This design comes from an exercise in tuning for small area on the open sky130 flow, not from production work.
The RTL was checked by simulation tests, not by an equivalence proof against the original design.
Power and IR drop assume default switching activity.

File: run.sh
#!/bin/bash
# synth_recipe.tcl (not shown) runs the flow's synth.tcl, then flattens the netlist and writes it again
# the make line also repeats each setting of config.mk as NAME=value (left out here)
make -C /OpenROAD-flow-scripts/flow DESIGN_CONFIG=/design/flow/config.mk WORK_HOME=/design/flow/orfs CLKGATE_MAP_FILE= SYNTH_SCRIPT=/design/flow/synth_recipe.tcl finish
File: config.mk
export PLATFORM = sky130hd
export DESIGN_NAME = sensors_handler
export DESIGN_NICKNAME = sensors_handler
export VERILOG_FILES = /design/flow/design.v
export SDC_FILE = /design/flow/constraint.sdc
export NUM_CORES = 4
export LEC_CHECK = 0
export CAP_MARGIN = 20
export CORE_MARGIN = 2
export CORE_UTILIZATION = 40
export SLEW_MARGIN = 20
File: constraint.sdc
create_clock -name core_clock -period 10.0 [get_ports {clk}]
set_input_delay 2.0000 -clock core_clock [delete_from_list [all_inputs] [get_ports {clk}]]
set_output_delay 2.0000 -clock core_clock [all_outputs]
set_load 0.01 [all_outputs]
File: design.v
module UARTTransmitter(
	input wire clk,
	input wire reset_n,			 
	input wire start,			 
	input wire [7:0] data,		 
	output reg tx,				 
	output wire ready			 
);
localparam [11:0] BIT_FIRST = 12'h018;
localparam [11:0] LAST_MASK = 12'hb37;	 
localparam [11:0] BIT_LAST  = 12'hb3b;
reg [11:0] cnt;
wire bit_end = ((cnt & LAST_MASK) == (BIT_LAST & LAST_MASK));
localparam [3:0] IDLE = 4'd10;
reg [3:0] phase;
assign ready = phase[3] & phase[1];
always @(posedge clk) begin
	if (ready | bit_end)
		cnt <= BIT_FIRST;
	else
		cnt <= {cnt[10:0], ~(cnt[11] ^ cnt[10])};
end
always @(posedge clk or negedge reset_n) begin
	if (!reset_n) begin
		phase <= IDLE;
		tx <= 1'b1;
	end
	else if (start) begin
		phase <= 4'd0;
		tx <= 1'b0;				 
	end
	else if (bit_end) begin
		if (!ready)
			phase <= phase + 4'd1;
		tx <= phase[3] | data[phase[2:0]];
	end
end
endmodule
module UARTReceiver (
	input wire clk,
	input wire reset_n,			 
	input wire rx,
	output reg [7:0] data_out,	 
	output wire ready			 
);
localparam [11:0] BIT_FIRST  = 12'h018;
localparam [11:0] HALF_FIRST = 12'h589;
localparam [11:0] LAST_MASK  = 12'hb37;
localparam [11:0] BIT_LAST   = 12'hb3b;
localparam [3:0] STOP   = 4'd8;
localparam [3:0] IDLE_F = 4'd9;
localparam [3:0] IDLE_R = 4'd11;
localparam [3:0] HALF   = 4'd15;
reg [3:0] phase;
wire idle = (phase == IDLE_F) | (phase == IDLE_R);
assign ready = (phase == IDLE_R);
reg [11:0] cnt;
wire bit_end = ((cnt & LAST_MASK) == (BIT_LAST & LAST_MASK));
always @(posedge clk) begin
	if (idle)
		cnt <= HALF_FIRST;
	else if (bit_end)
		cnt <= BIT_FIRST;
	else
		cnt <= {cnt[10:0], ~(cnt[11] ^ cnt[10])};
end
always @(posedge clk) begin
	if (bit_end & ~phase[3])
		data_out <= {rx, data_out[7:1]};
end
always @(posedge clk or negedge reset_n) begin
	if (!reset_n)
		phase <= IDLE_R;
	else if (idle)
		phase <= rx ? IDLE_R : HALF;
	else if (bit_end) begin
		if (phase == STOP) begin
			if (rx)
				phase <= IDLE_F;
		end
		else
			phase <= phase + 4'd1;
	end
end
endmodule
module sensors_handler(
	input wire clk,
	input wire reset,
	input wire pin_RX,
	output wire LED_TX,
	output wire pin_TX,
	output wire LED_RX
);
reg [7:0] temp;
wire ready_tx;
wire ready_rx;
wire [7:0] data_received;
localparam WAIT 	= 2'b00; 		 
localparam RX 		= 2'b01;		 
localparam VLD_TX	= 2'b10;		 
localparam TX 		= 2'b11;		 
reg [1:0] states;
assign LED_TX = ready_tx;
assign LED_RX = ready_rx;
UARTTransmitter UTX(clk, reset, states == TX, temp, pin_TX, ready_tx);
UARTReceiver URx(clk, reset, pin_RX, data_received, ready_rx);
always @(posedge clk) begin
	if (states == RX && ready_rx)
		temp <= data_received;
end
always @(posedge clk or negedge reset) begin
	if (!reset)
		states <= WAIT;
	else begin
		case (states)
		WAIT:   if (!ready_rx) states <= RX;
		RX:     if (ready_rx) states <= VLD_TX;
		VLD_TX: if (ready_tx) states <= TX;
		TX:     states <= WAIT;
		endcase
	end
end
endmodule
==> results of run 1 <==
[cell usage after synthesis]
master,count
nand4_1,3
nand2b_1,1
and2b_1,1
xnor2_1,3
and2_1,2
nand2_1,10
xor2_1,2
a221oi_2,1
nor4bb_1,1
or3_1,2
a21oi_1,2
a2111oi_2,1
o21a_1,1
o31a_1,1
nor3b_1,1
dfxtp_1,24
nor2b_4,1
o21ai_0,2
inv_1,4
or2_1,2
a41oi_1,1
mux2i_1,2
mux4_1,1
a21boi_1,1
o31ai_1,1
o21ai_1,2
nor2_1,8
ha_1,8
dfrtp_1,5
and3_1,16
edfxtp_1,16
mux2_1,1
nand4b_1,2
dfstp_2,6
mux4_2,1
o32a_1,1
inv_2,1
nor3_1,4
clkbuf_1,4
nor4b_1,1
a22o_1,1
[layout make-up]
| cell class | count | area [um^2] | share of cell area (%) |
|---|---|---|---|
| Clock buffer | 5 | 68.8 | 3.22 |
| Clock inverter | 3 | 27.5 | 1.29 |
| Inverter | 5 | 18.8 | 0.879 |
| Multi-Input combinational cell | 88 | 658 | 30.8 |
| Sequential cell | 51 | 1240 | 58.3 |
| Tap cell | 54 | 67.6 | 3.17 |
| Timing Repair Buffer | 5 | 50.0 | 2.34 |
[path summary, 6_finish.rpt]
path | startpoint | end | slack [ns]
worst min register to register | UTX.cnt[3]$_SDFF_PP1_ | UTX.cnt[4]$_SDFF_PP1_ | 0.43
min in group asynchronous | reset | UTX.phase[0]$_DFFE_PN0P_ | 2.04
worst max register to register | URx.phase[1]$_DFFE_PN1P_ | URx.phase[0]$_DFFE_PN1P_ | 8.13
max in group asynchronous | reset | UTX.phase[3]$_DFFE_PN1P_ | 7.59
worst min-delay path | UTX.cnt[3]$_SDFF_PP1_ | UTX.cnt[4]$_SDFF_PP1_ | 0.43
worst max-delay path | URx.phase[0]$_DFFE_PN1P_ | LED_RX | 6.06
[logic make-up (layout without fill, tap and decap cells)]
| kind of cell | after synthesis | in the layout |
|---|---|---|
| muxes | 5 | 5 |
| buffers and inverters | 9 | 18 |
| adders and majority gates | 8 | 8 |
| DFF | 51 | 51 |
| AOI/OAI and AO/OA | 15 | 15 |
| xor gates and xnor gates | 5 | 5 |
| and+or+nand+nor | 55 | 55 |
[metal layers]
| layer | vias up | wire, um | track usage, % |
|---|---|---|---|
| met2 | 18 | 1390 | 19.1 |
| met5 | - | 0 | 0 |
| met1 | 527 | 1410 | 15.6 |
| met3 | 6 | 92 | 3.57 |
| li1 | 553 | - | - |
| met4 | 0 | 53 | 6.87 |
[worst max-delay path: stages, from the launching register on]
cell             delay, ns
dfstp_2               0.59
ha_1                  0.30
and2_1                0.21
clkdlybuf4s50_1       0.54
[stage by stage]
stage | hold WS, ns | instances
2_1_floorplan | 0.391 | 148
3_3_place_gp | 0.405 | 203
3_5_place_dp | 0.406 | 203
4_1_cts | 0.436 | 211
5_1_grt | 0.448 | 211
6_report | 0.425 | 211
[where the power goes]
group | switching [uW] | internal [uW] | total [uW]
Sequential | 0 | 213 | 213
Clock | 72.3 | 51.9 | 124
Combinational | 1.10 | 0.700 | 1.80
[state kept, by name, indices dropped and copies added, names as in the netlist]
name / flops
states: 2
UTX.cnt: 12
URx.cnt: 12
UTX.phase: 4
URx.data_out: 8
URx.phase: 4
temp: 8
UTX.tx: 1
[placed cells by master (no fill, tap or decap), types with 4 or more instances in the layout]
master           synthesis  routed
nor3_1                   4       4
clkdlybuf4s50_1          0       5
ha_1                     8       8
dfxtp_1                 24      24
nand2_1                 10      10
edfxtp_1                16      16
inv_1                    4       4
dfstp_2                  6       6
and3_1                  16      16
clkbuf_8                 0       5
dfrtp_1                  5       5
nor2_1                   8       8
==> flow_metrics.env, run 1 <==
export IMPL_gp_congestion=0.806
export IMPL_finalHoldViolations=0
export IMPL_avgRoutedWirePerCell_um=14.0
export IMPL_synthTopCellsByArea="dfxtp_1, edfxtp_1, dfstp_2"
export IMPL_timing_fmax_mhz=254
export IMPL_grt_start_max_net_pins=19
export IMPL_rsz0062_at_grt="no"
export IMPL_ys_seq_area_share_pct=64.3
export IMPL_layout_nets=167
export IMPL_fp_dieW_um=73.6
export IMPL_synth_top_family_by_area="simple AND/OR/NAND/NOR gates"
export IMPL_design_power_total_uw=339
export IMPL_hpwl_mm=2.10
export IMPL_tns_ns=0
export IMPL_fin_crit_ns=3.94
export IMPL_ys_types=41
export IMPL_cts_setup_buffers=0
export IMPL_critPathKind="reg -> out"
export IMPL_start_util_pct=41.3
export IMPL_min_path_type="reg -> reg"
export IMPL_area_growth_syn_to_layout_pct=10.3
export IMPL_report_final_slew_viol_count=0
export IMPL_synth_top_cell_area_share_pct=24.8
export IMPL_status="complete, no violations"
export IMPL_period_share_pct=39.4
export IMPL_clk_path_buf_depth=2
export IMPL_ctsHoldBuffers=0
export IMPL_cp_required_ns=8.00
export IMPL_drv_cap=0
export IMPL_die_y_um=73.6
export IMPL_synthCells=148
export IMPL_grt_remaining_overflow=0
export IMPL_drtPass1Iterations=4
export IMPL_cts_resized=0
export IMPL_port_buffers=5
export IMPL_clkTransAtPathRegs_ns=0.10
export IMPL_htreeDepth=2
export IMPL_whs_path_depth=1
export IMPL_grtUsageTotal_pct=12.4
export IMPL_ant_nets=0
export IMPL_cp_start_kind="register"
export IMPL_final_setup_skew_ns=0.00649
export IMPL_cts_root_buf="clkbuf_8"
export IMPL_placed_area_um2=2040
export IMPL_numCtsBuffers=5
export IMPL_power_density_nw_per_um2=159
export IMPL_fill_cells=445
export IMPL_ys_seq_elements=51
export IMPL_p_leak_uw=0.000843
export IMPL_drcViolationCount=0
export IMPL_dieArea_um2=5410
export IMPL_postSynthNetCount=159
export IMPL_grt_pass1_wl_mm=5.06
export IMPL_routed_wirelength_mm=2.95
export IMPL_final_util_pct=45.5
export IMPL_grt_antenna_before_repair=0
export IMPL_vdd_drop_max_mv=0.0709
export IMPL_num_rows=25
export IMPL_coreArea_um2=4690
export IMPL_setup_viol_count_final=0
export IMPL_reg2regPathDepth=5
export IMPL_synth_top_cell_by_area="dfxtp_1"
export IMPL_critPathCaptureType="output port"
export IMPL_yosysWarningCount=3
export IMPL_antenna_cells=0
export IMPL_crit_arrival_ns=1.94
export IMPL_clk_latency_ns=0.30
export IMPL_vias_per_cell=5.23
export IMPL_pin_count=6
export IMPL_synthAdderAreaFrac_pct=5.17
export IMPL_tightest_slew_ns=0.750
export IMPL_cts_sinks=51
export IMPL_netlist_area_um2=1940
export IMPL_synth_xor_area_share_pct=2.26
export IMPL_slew_headroom_pct=49.6
export IMPL_post_place_ws_ns=6.39
export IMPL_fin_area_um2=2130
export IMPL_crit_fanout=8
export IMPL_setup_slack_ns=6.06
export IMPL_drive_gt1_share_pct=12.1
export IMPL_synthSimpleGateAreaFrac_pct=16.3
export IMPL_postSynthAreaPerCell_um2=13.1
export IMPL_drt_iter0_drc=88
export IMPL_synthMuxAreaShare_pct=4.14
export IMPL_cts_tree="done"
export IMPL_vias=1104
export IMPL_synth_compound_area_share_pct=6.14
export IMPL_grt_pass1_vias=1109
==> inputs of run 2 (changes only) <==
--- a/config.mk
+++ b/config.mk
@@ -8,4 +8,7 @@
 export CAP_MARGIN = 20
 export CORE_MARGIN = 2
 export CORE_UTILIZATION = 40
+export CTS_BUF_LIST = sky130_fd_sc_hd__clkbuf_8
+export CTS_CLUSTER_DIAMETER = 300
+export CTS_CLUSTER_SIZE = 60
 export SLEW_MARGIN = 20
==> flow_metrics.env, run 2 <==
export IMPL_synthTopCellsByArea="dfxtp_1, edfxtp_1, dfstp_2"
export IMPL_async_reset_ff_share_pct=21.6
export IMPL_ys_types=41
export IMPL_whs_path_depth=1
export IMPL_hpwl_mm=2.10
export IMPL_reg2regPathDepth=5
export IMPL_start_util_pct=41.3
export IMPL_cts_setup_buffers=0
export IMPL_rsz0062_at_grt="no"
export IMPL_synth_edf_count=16
export IMPL_vias_per_cell=5.23
export IMPL_drt_iter0_drc=88
export IMPL_fill_cells=445
export IMPL_num_rows=25
export IMPL_reg_top3="URx.cnt: 12 flops, UTX.cnt: 12 flops"
export IMPL_clkTransAtPathRegs_ns=0.10
export IMPL_tns_ns=0
export IMPL_yosysWarningCount=3
export IMPL_hold_start="UTX.cnt[3]$_SDFF_PP1_"
export IMPL_grt_start_max_net_pins=19
export IMPL_setup_viol_count_final=0
export IMPL_postSynthAreaPerCell_um2=13.1
export IMPL_clk_path_buf_depth=2
export IMPL_pin_count=6
export IMPL_cts_root_buf="clkbuf_8"
export IMPL_drive_gt1_share_pct=12.1
export IMPL_layout_nets=167
export IMPL_cts_tree="done"
export IMPL_grt_pass1_wl_mm=5.06
export IMPL_design_power_total_uw=339
export IMPL_startpoint="URx.phase[0]$_DFFE_PN1P_"
export IMPL_fin_area_um2=2130
export IMPL_grt_pass1_vias=1109
export IMPL_critPathCaptureType="output port"
export IMPL_grt_antenna_before_repair=0
export IMPL_crit_fanout=8
export IMPL_finalHoldViolations=0
export IMPL_clk_latency_ns=0.30
export IMPL_grtUsageTotal_pct=12.4
export IMPL_cts_resized=0
export IMPL_drtPass1Iterations=4
export IMPL_synth_most_common_cell="dfxtp_1"
export IMPL_final_setup_skew_ns=0.00649
export IMPL_routed_wirelength_mm=2.95
export IMPL_die_y_um=73.6
export IMPL_vias=1104
export IMPL_postSynthNetCount=159
export IMPL_placed_area_um2=2040
export IMPL_synth_common_cells="dfxtp_1, and3_1, edfxtp_1"
export IMPL_fp_dieW_um=73.6
export IMPL_numCtsBuffers=5
export IMPL_grt_remaining_overflow=0
export IMPL_critPathKind="reg -> out"
export IMPL_coreArea_um2=4690
export IMPL_crit_arrival_ns=1.94
export IMPL_cp_start_kind="register"
export IMPL_min_path_type="reg -> reg"
export IMPL_htreeDepth=2
export IMPL_tightest_slew_ns=0.750
export IMPL_drcViolationCount=0
export IMPL_ant_nets=0
export IMPL_timing_fmax_mhz=254
export IMPL_final_common_cell="dfxtp_1"
export IMPL_stdcell_count=211
export IMPL_fin_crit_ns=3.94
export IMPL_report_final_slew_viol_count=0
export IMPL_whs_ns=0.425
export IMPL_cts_sinks=51
export IMPL_most_common_layout_cells="dfxtp_1, edfxtp_1, and3_1"
export IMPL_cp_required_ns=8.00
export IMPL_synth_top_cell_by_area="dfxtp_1"
export IMPL_ys_seq_elements=51
export IMPL_synthCells=148
export IMPL_drv_cap=0
export IMPL_synth_ff_type="dfxtp_1"
export IMPL_period_share_pct=39.4
export IMPL_gp_congestion=0.806
export IMPL_ys_seq_area_share_pct=64.3
export IMPL_port_buffers=5
export IMPL_antenna_cells=0
export IMPL_p_leak_uw=0.000843
export IMPL_avgRoutedWirePerCell_um=14.0
export IMPL_synth_top_cell_area_share_pct=24.8
export IMPL_r2r_start="URx.phase[1]$_DFFE_PN1P_"
export IMPL_area_growth_syn_to_layout_pct=10.3
export IMPL_vdd_drop_max_mv=0.0709
export IMPL_dieArea_um2=5410
export IMPL_netlist_area_um2=1940
export IMPL_dp_cells=203
export IMPL_slew_headroom_pct=49.6
export IMPL_power_density_nw_per_um2=159
export IMPL_ctsHoldBuffers=0
export IMPL_status="complete, no violations"
run 2: logic make-up after synthesis:
group                      synth area share (%)
AOI/OAI and AO/OA                          6.14
muxes                                      4.14
xor gates and xnor gates                   2.26
and+or+nand+nor                            16.3
adders and majority gates                  5.17
buffers and inverters                      1.74
DFF                                        64.3
run 2: power breakdown:
group	switching, uW	internal [uW]
combinational	1.10	0.700
clock	72.3	51.9
sequential	0	213
run 2: layout make-up:
type	instances	area [um^2]	share of cell area, %
repair buffers	5	50.0	2.34
clock buffers	5	68.8	3.22
multi-input cells	88	658	30.8
well taps	54	67.6	3.17
flip-flops and latches	51	1240	58.3
inverters	5	18.8	0.879
clock inverters	3	27.5	1.29
run 2: through the flow:
step	utilization (%)	setup slack (ns)
2_1_floorplan	-	6.98
3_3_place_gp	43.4	6.43
3_5_place_dp	43.4	6.39
4_1_cts	45.5	6.04
5_1_grt	45.5	5.95
6_report	45.5	6.06
run 2: metal layers:
layer | up-vias | track usage [%] | part of all wire, %
met5 | - | 0 | 0
met4 | 0 | 6.87 | 1.8
met2 | 18 | 19.1 | 47
met1 | 527 | 15.6 | 48
li1 | 553 | - | -
met3 | 6 | 3.57 | 3.1
run 2: path summary, 6_finish.rpt:
path	endpoint	slack, ns
min reg2reg	UTX.cnt[4]$_SDFF_PP1_	0.43
max in group asynchronous	UTX.phase[3]$_DFFE_PN1P_	7.59
min	UTX.cnt[4]$_SDFF_PP1_	0.43
max	LED_RX	6.06
min in group asynchronous	UTX.phase[0]$_DFFE_PN0P_	2.04
max reg2reg	URx.phase[0]$_DFFE_PN1P_	8.13
run 2: critical path, cell delays in order, from the launching register on:
cell and delay [ns]:
dfstp_2 0.59, ha_1 0.30, and2_1 0.21, clkdlybuf4s50_1 0.54
==> inputs of run 3 (changes only) <==
==> design.v (replaced) <==
module UARTTransmitter(
	input wire clk,
	input wire reset_n,			 
	input wire start,			 
	input wire [7:0] data,		 
	output reg tx,				 
	output wire ready			 
);
localparam [11:0] BIT_FIRST = 12'h54d;
localparam [11:0] LAST_MASK = 12'hb37;
localparam [11:0] BIT_LAST  = 12'he6e;
reg [11:0] cnt;
wire bit_end = ((cnt & LAST_MASK) == (BIT_LAST & LAST_MASK));
reg [3:0] phase;
assign ready = phase[3] & phase[1];
always @(posedge clk) begin
	if (ready | bit_end)
		cnt <= BIT_FIRST;
	else
		cnt <= {~cnt[10:0], ~(cnt[11] ^ cnt[10])};
end
wire [3:0] phase_next = start ? 4'd0 : (bit_end & ~ready) ? phase + 4'd1 : phase;
always @(posedge clk or negedge reset_n) begin
	if (!reset_n) begin
		phase[3] <= 1'b1;
		phase[1] <= 1'b1;
		tx <= 1'b1;
	end
	else begin
		phase[3] <= phase_next[3];
		phase[1] <= phase_next[1];
		if (start)
			tx <= 1'b0;				 
		else if (bit_end)
			tx <= phase[3] | data[phase[2:0]];
	end
end
always @(posedge clk) begin
	phase[2] <= phase_next[2];
	phase[0] <= phase_next[0];
end
endmodule
module UARTReceiver (
	input wire clk,
	input wire reset_n,			 
	input wire rx,
	output reg [7:0] data_out,	 
	output wire ready			 
);
localparam [11:0] BIT_FIRST  = 12'h54d;
localparam [11:0] HALF_FIRST = 12'h0dc;
localparam [11:0] LAST_MASK  = 12'hb37;
localparam [11:0] BIT_LAST   = 12'he6e;
reg [3:0] phase;
wire idle = phase[3] & ~phase[2] & (phase[1] | phase[0]);
wire stop = phase[3] & ~phase[2] & ~phase[1] & ~phase[0];
assign ready = phase[3] & ~phase[2] & phase[1];
reg [11:0] cnt;
wire bit_end = ((cnt & LAST_MASK) == (BIT_LAST & LAST_MASK));
always @(posedge clk) begin
	if (idle)
		cnt <= HALF_FIRST;
	else if (bit_end)
		cnt <= BIT_FIRST;
	else
		cnt <= {~cnt[10:0], ~(cnt[11] ^ cnt[10])};
end
always @(posedge clk) begin
	if (bit_end & ~phase[3])
		data_out <= {rx, data_out[7:1]};
end
wire [3:0] phase_next = idle ? (rx ? {3'b101, phase[0]} : 4'b1111) :
                        (bit_end & (rx | ~stop)) ? phase + 4'd1 : phase;
always @(posedge clk or negedge reset_n) begin
	if (!reset_n)
		phase[3:1] <= 3'b101;
	else
		phase[3:1] <= phase_next[3:1];
end
always @(posedge clk)
	phase[0] <= phase_next[0];
endmodule
module sensors_handler(
	input wire clk,
	input wire reset,
	input wire pin_RX,
	output wire LED_TX,
	output wire pin_TX,
	output wire LED_RX
);
reg [7:0] temp;
wire ready_tx;
wire ready_rx;
wire [7:0] data_received;
localparam WAIT 	= 2'b00; 		 
localparam RX 		= 2'b01;		 
localparam VLD_TX	= 2'b10;		 
localparam TX 		= 2'b11;		 
reg [1:0] states;
assign LED_TX = ready_tx;
assign LED_RX = ready_rx;
UARTTransmitter UTX(clk, reset, states == TX, temp, pin_TX, ready_tx);
UARTReceiver URx(clk, reset, pin_RX, data_received, ready_rx);
always @(posedge clk) begin
	if (states == RX && ready_rx)
		temp <= data_received;
end
always @(posedge clk or negedge reset) begin
	if (!reset)
		states <= WAIT;
	else begin
		case (states)
		WAIT:   if (!ready_rx) states <= RX;
		RX:     if (ready_rx) states <= VLD_TX;
		VLD_TX: if (ready_tx) states <= TX;
		TX:     states <= WAIT;
		endcase
	end
end
endmodule
==> flow/run.sh (new file) <==
#!/bin/bash
# The standard layout (standard.sh) with two changes passed to ORFS through its
# own variables:
# - clock tree: no dummy load cells, one buffer type
# - port buffers: the smallest buffer (the resizer may still upsize them)
set -euo pipefail
export CTS_ARGS="-sink_clustering_enable -repair_clock_nets -dont_use_dummy_load -buf_list sky130_fd_sc_hd__clkbuf_8"
export BUFFER_PORTS_ARGS="-buffer_cell sky130_fd_sc_hd__buf_1"
bash standard.sh finish > standard.log 2>&1
==> standard.sh (new file) <==
#!/bin/bash
# synth_recipe.tcl (not shown) runs the flow's synth.tcl, then flattens the netlist and writes it again
# the make line also repeats each setting of config.mk as NAME=value (left out here)
make -C /OpenROAD-flow-scripts/flow DESIGN_CONFIG=/design/flow/config.mk WORK_HOME=/design/flow/orfs CLKGATE_MAP_FILE= SYNTH_SCRIPT=/design/flow/synth_recipe.tcl "${@:-finish}"
--- a/config.mk
+++ b/config.mk
@@ -8,7 +8,4 @@
 export CAP_MARGIN = 20
 export CORE_MARGIN = 2
 export CORE_UTILIZATION = 40
-export CTS_BUF_LIST = sky130_fd_sc_hd__clkbuf_8
-export CTS_CLUSTER_DIAMETER = 300
-export CTS_CLUSTER_SIZE = 60
 export SLEW_MARGIN = 20
removed: run.sh
==> flow_metrics.env, run 3 <==
export IMPL_status="complete, no violations"
export IMPL_period_share_pct=33.5
export IMPL_grt_start_max_net_pins=15
export IMPL_drv_cap=0
export IMPL_critPathKind="reg -> out"
export IMPL_slew_headroom_pct=60.6
export IMPL_fin_crit_ns=3.35
export IMPL_min_path_type="reg -> reg"
export IMPL_drtPass1Iterations=4
export IMPL_die_y_um=71.9
export IMPL_synth_top_cell_area_share_pct=28.2
export IMPL_drive_gt1_share_pct=10.5
export IMPL_grt_pass1_wl_mm=5.13
export IMPL_vias_per_cell=5.17
export IMPL_crit_fanout=5
export IMPL_most_common_layout_cells="dfxtp_1, nor2_1, edfxtp_1"
export IMPL_reg_top3="URx.cnt: 12 flops, UTX.cnt: 12 flops"
export IMPL_final_setup_skew_ns=0.0117
export IMPL_cp_required_ns=8.00
export IMPL_htreeDepth=2
export IMPL_cts_setup_buffers=0
export IMPL_timing_fmax_mhz=299
export IMPL_startpoint="URx.phase[3]$_DFFE_PN1P_"
export IMPL_antenna_cells=0
export IMPL_finalHoldViolations=0
export IMPL_async_reset_ff_share_pct=15.7
export IMPL_r2r_start="URx.cnt[5]$_SDFF_PP0_"
export IMPL_ctsHoldBuffers=0
export IMPL_critPathCaptureType="output port"
export IMPL_crit_arrival_ns=1.35
export IMPL_final_common_cell="dfxtp_1"
export IMPL_cts_sinks=51
export IMPL_netlist_area_um2=1850
export IMPL_tightest_slew_ns=0.588
export IMPL_rsz0062_at_grt="no"
export IMPL_tns_ns=0
export IMPL_vdd_drop_max_mv=0.0761
export IMPL_start_util_pct=41.8
export IMPL_yosysWarningCount=3
export IMPL_synth_ff_type="dfxtp_1"
export IMPL_ys_seq_elements=51
export IMPL_post_place_ws_ns=6.86
export IMPL_hold_start="UTX.cnt[7]$_SDFF_PP0_"
export IMPL_clk_latency_ns=0.29
export IMPL_hpwl_mm=2.14
export IMPL_ant_nets=0
export IMPL_pin_count=6
export IMPL_dp_cells=200
export IMPL_synth_most_common_cell="dfxtp_1"
export IMPL_ys_types=35
export IMPL_synthCells=144
export IMPL_cts_root_buf="clkbuf_8"
export IMPL_fp_dieW_um=71.9
export IMPL_grt_remaining_overflow=0
export IMPL_ys_seq_area_share_pct=67.0
export IMPL_numCtsBuffers=5
export IMPL_grt_pass1_vias=1101
export IMPL_vias=1059
export IMPL_power_density_nw_per_um2=159
export IMPL_cp_start_kind="register"
export IMPL_setup_slack_ns=6.65
export IMPL_report_final_slew_viol_count=0
export IMPL_p_leak_uw=0.000790
export IMPL_setup_viol_count_final=0
export IMPL_cts_tree="done"
export IMPL_stdcell_count=205
export IMPL_clk_path_buf_depth=2
export IMPL_drt_iter0_drc=23
export IMPL_postSynthAreaPerCell_um2=12.8
export IMPL_grt_antenna_before_repair=0
export IMPL_synth_common_cells="dfxtp_1, nor2_1, edfxtp_1"
export IMPL_layout_nets=165
export IMPL_drcViolationCount=0
export IMPL_postSynthNetCount=154
export IMPL_num_rows=24
export IMPL_synthTopCellsByArea="dfxtp_1, edfxtp_1, dfstp_2"
export IMPL_coreArea_um2=4410
export IMPL_grtUsageTotal_pct=13.2
export IMPL_dieArea_um2=5180
export IMPL_area_growth_syn_to_layout_pct=7.99
export IMPL_gp_congestion=0.823
export IMPL_avgRoutedWirePerCell_um=14.0
export IMPL_synth_top_cell_by_area="dfxtp_1"
export IMPL_clkTransAtPathRegs_ns=0.08
export IMPL_synth_edf_count=17
export IMPL_cts_resized=0
export IMPL_port_buffers=5
export IMPL_routed_wirelength_mm=2.87
-- run 3: area by class of cell --
type / instances / area [um^2]
Timing Repair Buffer: 5 / 18.8
Sequential cell: 51 / 1240
Tap cell: 52 / 65.1
Fill cell: 404 / 2420
Clock buffer: 5 / 68.8
Multi-Input combinational cell: 87 / 586
Inverter: 5 / 18.8
-- run 3: final timing paths --
kind                                        endpoint  slack, ns  cells past startpoint
hold reg to reg                UTX.cnt[8]$_SDFF_PP1_       0.38                      1
setup reg to reg           URx.data_out[7]$_DFFE_PP_       8.11                      3
hold / removal                 UTX.cnt[8]$_SDFF_PP1_       0.38                      1
max in group asynchronous   UTX.phase[1]$_DFFE_PN1P_       8.01                      1
min in group asynchronous      states[0]$_DFFE_PN0P_       1.63                      1
setup / recovery                              LED_RX       6.65                      3
-- run 3: critical path: stages, from the launching register on --
cell and delay (ns):
dfstp_2 0.57, nand2b_1 0.10, nor2_1 0.21, buf_1 0.18
-- run 3: kinds of logic after synthesis --
group | after synthesis | synth area share, %
compound gates | 15 | 5.76
flops | 51 | 67.0
fa+ha+maj | 7 | 4.74
xor+xnor | 5 | 2.37
simple gates | 56 | 15.2
mux | 4 | 3.59
buf+inv | 6 | 1.29
-- run 3: through the flow --
step	instance area, um^2	total power (uW)	hold slack (ns)	utilization (%)
after global routing	1990	329	0.385	45.2
after CTS	1990	323	0.377	45.2
after detailed placement	1930	219	0.353	43.6
final	1990	317	0.375	45.2
after floorplan	1850	218	0.343	-
after global placement	1930	219	0.350	43.6
-- run 3: report_power, final --
group	leakage, uW	total, uW	switching (uW)	internal, uW
combinational	0.000299	1.39	1.02	0.374
clock	0.0000359	103	57.4	45.2
sequential	0.000455	213	0.243	213
-- run 3: metal layers --
layer | global-route usage (%) | part of all wire [%]
met5 | 0 | 0
met2 | 21.3 | 48
met1 | 16.1 | 46
met4 | 6.92 | 2.3
met3 | 4.03 | 4.3
==> inputs of run 4 (changes only) <==
==> flow/run.sh (replaced) <==
#!/bin/bash
set -euo pipefail
export CTS_ARGS="-sink_clustering_enable -repair_clock_nets -dont_use_dummy_load -buf_list sky130_fd_sc_hd__clkbuf_16 -root_buf sky130_fd_sc_hd__clkbuf_16 -sink_clustering_size 64 -sink_clustering_max_diameter 500"
export BUFFER_PORTS_ARGS="-buffer_cell sky130_fd_sc_hd__buf_1"
bash standard.sh finish > standard.log 2>&1
==> flow_metrics.env, run 4 <==
export IMPL_status="complete, no violations"
export IMPL_port_buffers=5
export IMPL_cts_setup_buffers=0
export IMPL_netlist_area_um2=1850
export IMPL_crit_fanout=5
export IMPL_rsz0062_at_grt="no"
export IMPL_vdd_drop_max_mv=0.0885
export IMPL_synth_ff_type="dfxtp_1"
export IMPL_reg2regPathDepth=3
export IMPL_cts_resized=0
export IMPL_grt_pass1_vias=1097
export IMPL_critPathKind="reg -> out"
export IMPL_synth_edf_count=17
export IMPL_slew_headroom_pct=60.3
export IMPL_tns_ns=0
export IMPL_ant_nets=0
export IMPL_setup_viol_count_final=0
export IMPL_cts_root_buf="clkbuf_16"
export IMPL_ctsHoldBuffers=0
export IMPL_grt_remaining_overflow=0
export IMPL_synthTopCellsByArea="dfxtp_1, edfxtp_1, dfstp_2"
export IMPL_synth_top_cell_area_share_pct=28.2
export IMPL_most_common_layout_cells="dfxtp_1, nor2_1, edfxtp_1"
export IMPL_yosysWarningCount=3
export IMPL_cp_required_ns=8.00
export IMPL_ys_seq_elements=51
export IMPL_min_path_type="reg -> reg"
export IMPL_grt_start_max_net_pins=15
export IMPL_whs_path_depth=1
export IMPL_clk_path_buf_depth=2
export IMPL_final_util_pct=46.5
export IMPL_crit_arrival_ns=1.32
export IMPL_synth_top_cell_by_area="dfxtp_1"
export IMPL_coreArea_um2=4410
export IMPL_synth_common_cells="dfxtp_1, nor2_1, edfxtp_1"
export IMPL_finalHoldViolations=0
export IMPL_synth_most_common_cell="dfxtp_1"
export IMPL_vias=1061
export IMPL_grtUsageTotal_pct=13.0
export IMPL_cts_sinks=51
export IMPL_antenna_cells=0
export IMPL_tightest_slew_ns=0.594
export IMPL_htreeDepth=2
export IMPL_num_rows=24
export IMPL_reg_top3="URx.cnt: 12 flops, UTX.cnt: 12 flops"
export IMPL_layout_nets=165
export IMPL_report_final_slew_viol_count=0
export IMPL_cts_tree="done"
export IMPL_final_setup_skew_ns=0.00887
export IMPL_fp_dieW_um=71.9
export IMPL_async_reset_ff_share_pct=15.7
export IMPL_p_leak_uw=0.000815
export IMPL_period_share_pct=33.2
export IMPL_pin_count=6
export IMPL_fill_cells=399
export IMPL_area_growth_syn_to_layout_pct=11.0
export IMPL_clkTransAtPathRegs_ns=0.06
export IMPL_grt_antenna_before_repair=0
export IMPL_synthCells=144
export IMPL_drtPass1Iterations=4
export IMPL_start_util_pct=41.8
export IMPL_final_common_cell="dfxtp_1"
export IMPL_die_y_um=71.9
export IMPL_avgRoutedWirePerCell_um=13.7
export IMPL_grt_pass1_wl_mm=5.06
export IMPL_routed_wirelength_mm=2.81
export IMPL_drcViolationCount=0
export IMPL_drive_gt1_share_pct=10.5
export IMPL_clk_latency_ns=0.28
export IMPL_drt_iter0_drc=29
export IMPL_postSynthNetCount=154
export IMPL_ys_seq_area_share_pct=67.0
export IMPL_ys_types=35
export IMPL_cp_start_kind="register"
export IMPL_gp_congestion=0.823
export IMPL_vias_per_cell=5.18
export IMPL_power_density_nw_per_um2=178
export IMPL_drv_cap=0
export IMPL_fin_crit_ns=3.32
export IMPL_timing_fmax_mhz=301
export IMPL_dieArea_um2=5180
export IMPL_critPathCaptureType="output port"
export IMPL_postSynthAreaPerCell_um2=12.8
export IMPL_hpwl_mm=2.14
export IMPL_numCtsBuffers=5
-- run 4: per-stage QoR --
step | cell area [um^2] | hold WS, ns | total power, uW | worst slack, ns | cells
finish | 2050 | 0.370 | 366 | 6.68 | 205
global route | 2050 | 0.384 | 378 | 6.60 | 205
CTS | 2050 | 0.375 | 371 | 6.67 | 205
detailed placement | 1930 | 0.353 | 219 | 6.86 | 200
global placement | 1930 | 0.350 | 219 | 6.90 | 200
floorplan | 1850 | 0.343 | 218 | 7.04 | 144
-- run 4: routing by layer --
| layer | part of all wire (%) | wire, um | GRT usage [%] | up-vias |
|---|---|---|---|---|
| met4 | 2.2 | 61 | 6.29 | 0 |
| met3 | 5.0 | 140 | 4.03 | 7 |
| met5 | 0 | 0 | 0 | - |
| met2 | 47 | 1320 | 21.0 | 21 |
| li1 | - | - | - | 527 |
| met1 | 46 | 1280 | 16.0 | 506 |
-- run 4: cells by family (layout without fill, tap and decap cells) --
kind of cell / Yosys count / in the layout / synth area share, %
AND/OR/NAND/NOR: 56 / 56 / 15.2
adder cells (fa/ha/maj): 7 / 7 / 4.74
XOR/XNOR: 5 / 5 / 2.37
AO/OA/AOI/OAI: 15 / 15 / 5.76
multiplexers: 4 / 4 / 3.59
buffers and inverters: 6 / 15 / 1.29
flip-flops: 51 / 51 / 67.0
-- run 4: worst paths after layout --
| check | startpoint | endpoint | slack (ns) |
|---|---|---|---|
| max in group asynchronous | reset | UTX.phase[3]$_DFFE_PN1P_ | 8.00 |
| worst min register to register | UTX.cnt[7]$_SDFF_PP0_ | UTX.cnt[8]$_SDFF_PP1_ | 0.37 |
| worst max-delay path | URx.phase[3]$_DFFE_PN1P_ | LED_RX | 6.68 |
| worst min-delay path | UTX.cnt[7]$_SDFF_PP0_ | UTX.cnt[8]$_SDFF_PP1_ | 0.37 |
| min in group asynchronous | reset | states[0]$_DFFE_PN0P_ | 1.65 |
| worst max register to register | URx.cnt[5]$_SDFF_PP0_ | URx.data_out[4]$_DFFE_PP_ | 8.11 |
-- run 4: final cells by class --
type,count,area (um^2),area share [%]
Clock buffer,5,125,6.10
Tap cell,52,65.1,3.17
Sequential cell,51,1240,60.3
Multi-Input combinational cell,87,586,28.6
Timing Repair Buffer,5,18.8,0.915
Inverter,5,18.8,0.915
-- run 4: power breakdown --
part           total [uW]  internal (uW)  leakage, uW  switching [uW]
Clock                 151           88.3    0.0000616            62.4
Combinational        1.38          0.374     0.000299            1.01
Sequential            214            213     0.000455           0.244
-- run 4: critical path: stages (launching register included) --
cell	delay (ns)
dfstp_2	0.56
nand2b_1	0.09
nor2_1	0.20
buf_1	0.18
==> inputs of run 5 (changes only) <==
==> run.sh (new file) <==
#!/bin/bash
# synth_recipe.tcl (not shown) runs the flow's synth.tcl, then flattens the netlist and writes it again
# the make line also repeats each setting of config.mk as NAME=value (left out here)
make -C /OpenROAD-flow-scripts/flow DESIGN_CONFIG=/design/flow/config.mk WORK_HOME=/design/flow/orfs CLKGATE_MAP_FILE= SYNTH_SCRIPT=/design/flow/synth_recipe.tcl finish
removed: flow/run.sh
removed: standard.sh
==> flow_metrics.env, run 5 <==
export IMPL_synth_top_cell_area_share_pct=28.2
export IMPL_cts_resized=0
export IMPL_drive_gt1_share_pct=12.2
export IMPL_die_y_um=71.9
export IMPL_period_share_pct=37.6
export IMPL_status="complete, no violations"
export IMPL_coreArea_um2=4410
export IMPL_p_int_uw=294
export IMPL_yosysWarningCount=3
export IMPL_postSynthNetCount=154
export IMPL_num_rows=24
export IMPL_grt_pass1_vias=1102
export IMPL_power_density_nw_per_um2=173
export IMPL_synth_edf_count=17
export IMPL_pwr_share_clk_pct=40.2
export IMPL_vdd_drop_max_mv=0.111
export IMPL_antenna_cells=0
export IMPL_p_sw_share_pct=18.4
export IMPL_cts_tree="done"
export IMPL_top_layer_used="met4"
export IMPL_synthTopCellsByArea="dfxtp_1, edfxtp_1, dfstp_2"
export IMPL_dp_cells=200
export IMPL_slew_headroom_pct=55.4
export IMPL_ys_types=35
export IMPL_reg_top3="URx.cnt: 12 flops, UTX.cnt: 12 flops"
export IMPL_port_buffers=5
export IMPL_min_path_type="reg -> reg"
export IMPL_cts_root_buf="clkbuf_8"
export IMPL_p_leak_uw=0.000831
export IMPL_ctsHoldBuffers=0
export IMPL_numCtsBuffers=5
export IMPL_grt_antenna_before_repair=0
export IMPL_synth_common_cells="dfxtp_1, nor2_1, edfxtp_1"
export IMPL_critPathKind="reg -> out"
export IMPL_drt_iter0_drc=49
export IMPL_postSynthAreaPerCell_um2=12.8
export IMPL_clk_path_buf_depth=2
export IMPL_synthCells=144
export IMPL_htreeDepth=2
export IMPL_netlist_area_um2=1850
export IMPL_grt_start_max_net_pins=17
export IMPL_final_setup_skew_ns=0.00942
export IMPL_fp_dieW_um=71.9
export IMPL_hpwl_mm=2.05
export IMPL_grt_pass1_wl_mm=4.96
export IMPL_avgRoutedWirePerCell_um=13.6
export IMPL_rsz0062_at_grt="no"
export IMPL_area_growth_syn_to_layout_pct=12.7
export IMPL_cp_start_kind="register"
export IMPL_drtPass1Iterations=5
export IMPL_timing_fmax_mhz=266
export IMPL_drcViolationCount=0
export IMPL_synth_top_cell_by_area="dfxtp_1"
export IMPL_comb_power_share_pct=0.5
export IMPL_routed_wirelength_mm=2.84
export IMPL_final_common_cell="dfxtp_1"
export IMPL_pin_count=6
export IMPL_finalHoldViolations=0
export IMPL_stdcell_count=208
export IMPL_cp_required_ns=8.00
export IMPL_clkTransAtPathRegs_ns=0.09
export IMPL_critPathCaptureType="output port"
export IMPL_p_seq_share_pct=59.3
export IMPL_report_final_slew_viol_count=0
export IMPL_whs_ns=0.372
export IMPL_power_switching_uw=66.1
export IMPL_wl_met3_um=85
export IMPL_grtUsageTotal_pct=12.7
export IMPL_grt_remaining_overflow=0
export IMPL_setup_slack_ns=6.24
export IMPL_most_common_layout_cells="dfxtp_1, nor2_1, edfxtp_1"
export IMPL_layout_nets=165
export IMPL_crit_fanout=5
export IMPL_ant_nets=0
export IMPL_gp_congestion=0.839
export IMPL_async_reset_ff_share_pct=15.7
export IMPL_ys_seq_area_share_pct=67.0
export IMPL_critPathSlowestCell="clkdlybuf4s50_1"
export IMPL_start_util_pct=41.8
export IMPL_drv_cap=0
export IMPL_max_stage_delay_ns=0.58
export IMPL_crit_arrival_ns=1.76
export IMPL_clk_latency_ns=0.30
export IMPL_synth_ff_type="dfxtp_1"
export IMPL_ys_seq_elements=51
export IMPL_vias_per_cell=5.14
export IMPL_post_place_ws_ns=6.47
export IMPL_tightest_slew_ns=0.667
export IMPL_wl_met2_mm=1.31
export IMPL_setup_viol_count_final=0
export IMPL_synth_most_common_cell="dfxtp_1"
export IMPL_vias=1069
export IMPL_dieArea_um2=5180
export IMPL_tns_ns=0
export IMPL_cts_sinks=51
export IMPL_cts_setup_buffers=0
export IMPL_fin_crit_ns=3.76
export IMPL_cp_cell_sequence="nand2b_1, nor2_1, clkdlybuf4s50_1"
export IMPL_m1WireLength_mm=1.37
## run 5: cell counts after synthesis
Identical to the previous run, type by type.
## run 5: power by group through the flow
stage | registers, uW | clock network [uW] | logic [uW]
finish | 213 | 145 | 1.94
global route | 214 | 159 | 2.17
CTS | 213 | 150 | 2.01
detailed placement | 218 | 0 | 2.01
global placement | 218 | 0 | 1.94
floorplan | 218 | 0 | 0.281
## run 5: area by class of cell
class / instances / area (um^2)
Fill cell: 401 / 2330
Timing Repair Buffer: 5 / 50.0
Inverter: 5 / 18.8
Clock inverter: 1 / 6.26
Sequential cell: 51 / 1240
Clock buffer: 7 / 119
Multi-Input combinational cell: 87 / 586
Tap cell: 52 / 65.1
## run 5: worst paths after layout
kind / start / end / slack (ns) / depth (start not counted)
min in group asynchronous: reset / states[1]$_DFFE_PN0P_ / 2.00 / 1
worst min register to register: UTX.cnt[7]$_SDFF_PP0_ / UTX.cnt[8]$_SDFF_PP1_ / 0.37 / 1
worst max-delay path: URx.phase[3]$_DFFE_PN1P_ / LED_RX / 6.24 / 3
max in group asynchronous: reset / URx.phase[1]$_DFFE_PN1P_ / 7.68 / 1
worst min-delay path: UTX.cnt[7]$_SDFF_PP0_ / UTX.cnt[8]$_SDFF_PP1_ / 0.37 / 1
worst max register to register: URx.cnt[5]$_SDFF_PP0_ / URx.data_out[7]$_DFFE_PP_ / 8.04 / 3
## run 5: logic make-up after synthesis
| kind of cell | after synthesis | share of synthesized area [%] |
|---|---|---|
| DFF | 51 | 67.0 |
| buffers and inverters | 6 | 1.29 |
| and+or+nand+nor | 56 | 15.2 |
| adders and majority gates | 7 | 4.74 |
| AOI/OAI and AO/OA | 15 | 5.76 |
| muxes | 4 | 3.59 |
| xor gates and xnor gates | 5 | 2.37 |
## run 5: critical path, delay by kind of cell, from the launching register on
family	cells	cell delay (ns)
buffers and inverters	1	0.58
flip-flops	1	0.57
AND/OR/NAND/NOR	2	0.31
## run 5: metal layers
metal  up-vias  GRT usage, %
li1        529             -
met1       509          16.3
met2        23          18.8
met3         8          4.58
met4         0          6.71
met5         -             0
## run 5: stage by stage
step	area (um^2)	util, %	total power (uW)
2_1_floorplan	1850	-	218
3_3_place_gp	1960	44.3	220
3_5_place_dp	1960	44.3	220
4_1_cts	2080	47.2	365
5_1_grt	2080	47.2	375
6_report	2080	47.2	360

-- separate check: timing with driven ports --
The flow's constraints put no driver on any port. The routed layouts listed below were extracted and timed again, unchanged, in two steps.
Step 1 (the two cells are an assumption about what drives the block):
set clk [get_ports {clk}]
set_driving_cell -lib_cell sky130_fd_sc_hd__clkbuf_16 $clk
set_driving_cell -lib_cell sky130_fd_sc_hd__buf_2 [delete_from_list [all_inputs] $clk]
Step 2, shift: input delay + t, output delay - t, t = (earliest + latest rising clock arrival at the registers) / 2. This alone moves slack from input paths to output paths.
Slacks: ideal ports / drivers / drivers and shift; pairs: ideal ports / drivers.
| run | t (ns) | slack for setup (ns) | hold slack, ns | clock arrival spread, ns | slew at the worst register clock pin (ns) |
|---|---|---|---|---|---|
| run 1 | 0.325 | 6.060 / 6.034 / 6.359 | 0.425 / 0.425 / 0.425 | 0.008 / 0.008 | 0.10 / 0.10 |
| run 2 | 0.325 | 6.060 / 6.034 / 6.359 | 0.425 / 0.425 / 0.425 | 0.008 / 0.008 | 0.10 / 0.10 |
| run 3 | 0.316 | 6.655 / 6.627 / 6.862 | 0.375 / 0.375 / 0.375 | 0.012 / 0.012 | 0.08 / 0.08 |
| run 4 | 0.305 | 6.683 / 6.654 / 6.857 | 0.370 / 0.370 / 0.370 | 0.009 / 0.009 | 0.06 / 0.06 |
| run 5 | 0.322 | 6.237 / 6.210 / 6.450 | 0.372 / 0.372 / 0.372 | 0.009 / 0.009 | 0.09 / 0.09 |
After both steps every run listed still meets setup and hold.
